What follows belongs to an exercise in optimizing a design on an open flow for small area, a short achievable clock period and few clock cycles per item; a production flow would make more cautious choices. RTL that was checked went through simulation tests only; none was proved equivalent to the original. Power and IR drop assume default switching activity.

## filter
module filter
 #(parameter DWIDTH = 16,
   parameter DDWIDTH = 2*DWIDTH,
	parameter L = 160,
	parameter L_LOG = 8,
	parameter M = 147,
	parameter M_LOG = 8,
	parameter CWIDTH = 4*L,
	parameter J = 4,
	parameter J_LOG = 2)
  (input clk,
   input rst,
	output req_in,
	input ack_in,
	input signed [0:DWIDTH-1] data_in,
	output req_out,
	input ack_out,
	output signed [0:DWIDTH-1] data_out);
  reg req_in_r, req_out_r;
  reg [15:0] dout;
  assign req_in = req_in_r;
  assign req_out = req_out_r;
  assign data_out = dout;
  wire [15:0] din = data_in;
  reg [15:0] xb, x0, x1, x2, x3;    
  reg xbv;                          
  reg v0, v1, v2, v3;               
  reg [7:0] p;                      
  reg [7:0] a;                      
  reg opb;                          
  reg a1;                           
  reg b1, b2;                       
  reg fb_en;                        
  reg [1:0] nfl;                    
  reg full;                         
  reg spv;                          
  reg pend;                         
  reg [15:0] sp;
  reg [30:0] acc;
  reg [6:0] ac;
  wire [26:0] rom;
  wire rm0 = a[0] ? 1'b1 : 1'b0;
  wire rm1 = a[0] ? 1'b0 : 1'b1;
  wire rm2 = a[1] ? rm1 : rm0;
  wire rm3 = a[1] ? 1'b1 : 1'b0;
  wire rm4 = a[2] ? rm3 : rm2;
  wire rm5 = a[1] ? 1'b1 : rm0;
  wire rm6 = a[3] ? rm5 : rm4;
  wire rm7 = a[2] ? rm3 : 1'b0;
  wire rm8 = a[3] ? 1'b0 : rm7;
  ...
For scale: about 2700 cells after synthesis, about 38 I/O pins, roughly 0.026 mm² of cells after synthesis.
export LEC_CHECK = 0
export CAP_MARGIN = 20
export CORE_MARGIN = 2
export CORE_UTILIZATION = 40
export CTS_CLUSTER_DIAMETER = 100
export CTS_CLUSTER_SIZE = 25
export SLEW_MARGIN = 20
export SYNTH_MEMORY_MAX_BITS = 16384
create_clock -name core_clock -period 10.0 [get_ports {clk}]
standard.sh (not shown) runs the stock make flow with config.mk's settings and CLKGATE_MAP_FILE= SYNTH_SCRIPT=/design/flow/synth_recipe.tcl, a recipe that flattens the netlist after the stock synthesis.
==> flow/flow/run.sh <==
#!/bin/bash
# The standard layout (standard.sh), with these changes:
#  - synthesis skips the quick ABC pass inside Yosys's synth, so the adder
#    trees reach the full-adder extraction as written (same registers);
#  - timing repair aims below the clock period (larger setup margin).
set -euo pipefail
bash standard.sh SYNTH_ARGS=-noabc SETUP_SLACK_MARGIN=7.0 finish > standard_make.log 2>&1
The first run passed the timing, DRC and antenna checks.
Next try:
--- a/flow/flow/run.sh
+++ b/flow/flow/run.sh
@@ -7 +7 @@
-bash standard.sh SYNTH_ARGS=-noabc SETUP_SLACK_MARGIN=7.0 finish > standard_make.log 2>&1
+bash standard.sh SYNTH_ARGS=-noabc SETUP_SLACK_MARGIN=6.95 finish > standard_make.log 2>&1
Outcome: The changed run produced a clean layout; worst hold slack stays flat; fmax fell by 0.71%; via count goes down by about 0.7%.
No run of this note included a check of the RTL's function; only the layout flow was run.

Another version of the RTL of filter (not shown whole).
For scale: about 2700 cells after synthesis, about 370 flip-flops, about 38 I/O pins, ~26000 µm² of cells after synthesis.
==> flow/config.mk <==
export PLATFORM = sky130hd
export DESIGN_NAME = filter
export DESIGN_NICKNAME = filter
export VERILOG_FILES = /design/flow/design.v
export SDC_FILE = /design/flow/constraint.sdc
export NUM_CORES = 4
export LEC_CHECK = 0
export CAP_MARGIN = 20
export CORE_MARGIN = 2
export CORE_UTILIZATION = 40
export CTS_BUF_LIST = sky130_fd_sc_hd__clkbuf_8
export SLEW_MARGIN = 20
export SYNTH_MEMORY_MAX_BITS = 16384
==> flow/constraint.sdc <==
create_clock -name core_clock -period 10.0 [get_ports {clk}]
set_input_delay 2.0000 -clock core_clock [delete_from_list [all_inputs] [get_ports {clk}]]
set_output_delay 2.0000 -clock core_clock [all_outputs]
set_load 0.01 [all_outputs]
==> flow/flow/run.sh <==
#!/bin/bash
# The standard layout (standard.sh), with these changes:
#  - synthesis skips the quick ABC pass inside Yosys's synth, so the adder
#    trees reach the full-adder extraction as written (same registers);
#  - timing repair aims below the clock period (larger setup margin).
set -euo pipefail
bash standard.sh SYNTH_ARGS=-noabc SETUP_SLACK_MARGIN=7.0 finish > standard_make.log 2>&1
Change:
Settings changed: CTS_BUF_LIST sky130_fd_sc_hd__clkbuf_8 to unset.
=> The new run completed without violations. Non-clock buffer count fell by 2. Via count shrinks by 0.72%. Design area barely changes.
Function was not checked in any run of this note: the RTL went through the layout flow alone.

filter, a different RTL version from the one above (not shown whole).
Size in the first run: roughly 2600 cells after synthesis, ~370 flip-flops, about 38 I/O pins, roughly 26000 sq um of cells after synthesis.
clock: 10.0 ns
lec_check: 0
cap_margin: 20
core_margin: 2
core_utilization: 40
cts_cluster_diameter: 100
cts_cluster_size: 25
slew_margin: 20
synth_memory_max_bits: 16384
==> flow/flow/run.sh <==
#!/bin/bash
# The standard layout (standard.sh), with these changes:
#  - synthesis skips the quick ABC pass inside Yosys's synth, so the adder
#    trees reach the full-adder extraction as written (same registers);
#  - timing repair aims below the clock period (larger setup margin).
set -euo pipefail
bash standard.sh SYNTH_ARGS=-noabc SETUP_SLACK_MARGIN=6.9 finish > standard_make.log 2>&1
The baseline went through all stages and came out clean.
Testbench counts at the start, summed over its fixed seeds: cycles 10,280, items 5,120.
Next try:
--- a/flow/flow/run.sh
+++ b/flow/flow/run.sh
@@ -5,3 +5,3 @@
 #  - timing repair aims below the clock period (larger setup margin).
 set -euo pipefail
-bash standard.sh SYNTH_ARGS=-noabc SETUP_SLACK_MARGIN=6.9 finish > standard_make.log 2>&1
+bash standard.sh SYNTH_ARGS=-noabc SETUP_SLACK_MARGIN=6.95 finish > standard_make.log 2>&1
After rerunning: The changed run produced a clean layout. Critical path depth does not change. Utilization barely changes. Cell area barely changes. Non-clock buffer count is higher by 4. Die area is unchanged. Total power stays flat. First-iteration DRC count is higher by about 4%.
Next try:
--- a/flow/flow/run.sh
+++ b/flow/flow/run.sh
@@ -5,3 +5,3 @@
 #  - timing repair aims below the clock period (larger setup margin).
 set -euo pipefail
-bash standard.sh SYNTH_ARGS=-noabc SETUP_SLACK_MARGIN=6.95 finish > standard_make.log 2>&1
+bash standard.sh SYNTH_ARGS=-noabc SETUP_SLACK_MARGIN=6.8 finish > standard_make.log 2>&1
What happened:
- The changed run produced a clean layout
- worst setup slack gets worse by 0.12 ns
- via count came out lower by 0.57%
- register-to-register slack gets worse by 0.13 ns
- die area stays the same
- power came out higher by 0.56%
- hold slack is about the same
- routed wire length came out lower by 2.0%
Next try:
--- a/flow/flow/run.sh
+++ b/flow/flow/run.sh
@@ -5,3 +5,3 @@
 #  - timing repair aims below the clock period (larger setup margin).
 set -euo pipefail
-bash standard.sh SYNTH_ARGS=-noabc SETUP_SLACK_MARGIN=6.8 finish > standard_make.log 2>&1
+bash standard.sh SYNTH_ARGS=-noabc SETUP_SLACK_MARGIN=6.9 finish > standard_make.log 2>&1
ABC_AREA = 1   (was not set)
The changed run finished clean.
Global-route usage goes up by 4.0 points.
Critical path depth goes down by 4.
Worst setup slack gets better by 0.037 ns.
Clock power goes down by about 10%.
Non-clock buffer count goes up by 81.

re-timing with driven ports:
In the flow no input, the clock included, has a driving cell. The finished layouts below were timed again as built, in two steps. Step 1: set_driving_cell puts a clkbuf_16 on clk and a buf_2 on each other input, an assumption about the parent block. Step 2 also shifts input and output timing later by t, the mid clock arrival at the registers, as if the neighbouring blocks saw the same clock. a / b / c = ideal ports / drivers / drivers and shift; a / b = the first two.
| run | t (ns) | setup WS [ns] | worst setup path after step 2 | slew at the worst register clock pin (ns) |
|---|---|---|---|---|
| the first run of note 1 | 0.599 | 6.939 / 6.879 / 6.506 | input to register | 0.10 / 0.10 |
| the second run of note 1 | 0.607 | 6.917 / 6.855 / 6.406 | input to register | 0.11 / 0.11 |
| the first run of note 2 | 0.685 | 6.712 / 6.712 / 6.458 | input to register | 0.08 / 0.08 |
| the second run of note 2 | 0.619 | 6.720 / 6.720 / 6.495 | input to register | 0.07 / 0.07 |
| the first run of note 3 | 0.615 | 6.925 / 6.863 / 6.421 | input to register | 0.10 / 0.10 |
| the second run of note 3 | 0.619 | 6.910 / 6.848 / 6.440 | input to register | 0.10 / 0.10 |
| the third run of note 3 | 0.639 | 6.789 / 6.789 / 6.401 | input to register | 0.10 / 0.10 |
| the fourth run of note 3 | 0.610 | 6.826 / 6.768 / 6.397 | input to register | 0.11 / 0.11 |
After both steps setup and hold are still met in every run listed. The setup slack of the second run of note 1, which loses most, moves by -0.062 ns with the drivers and by -0.511 ns with both steps.
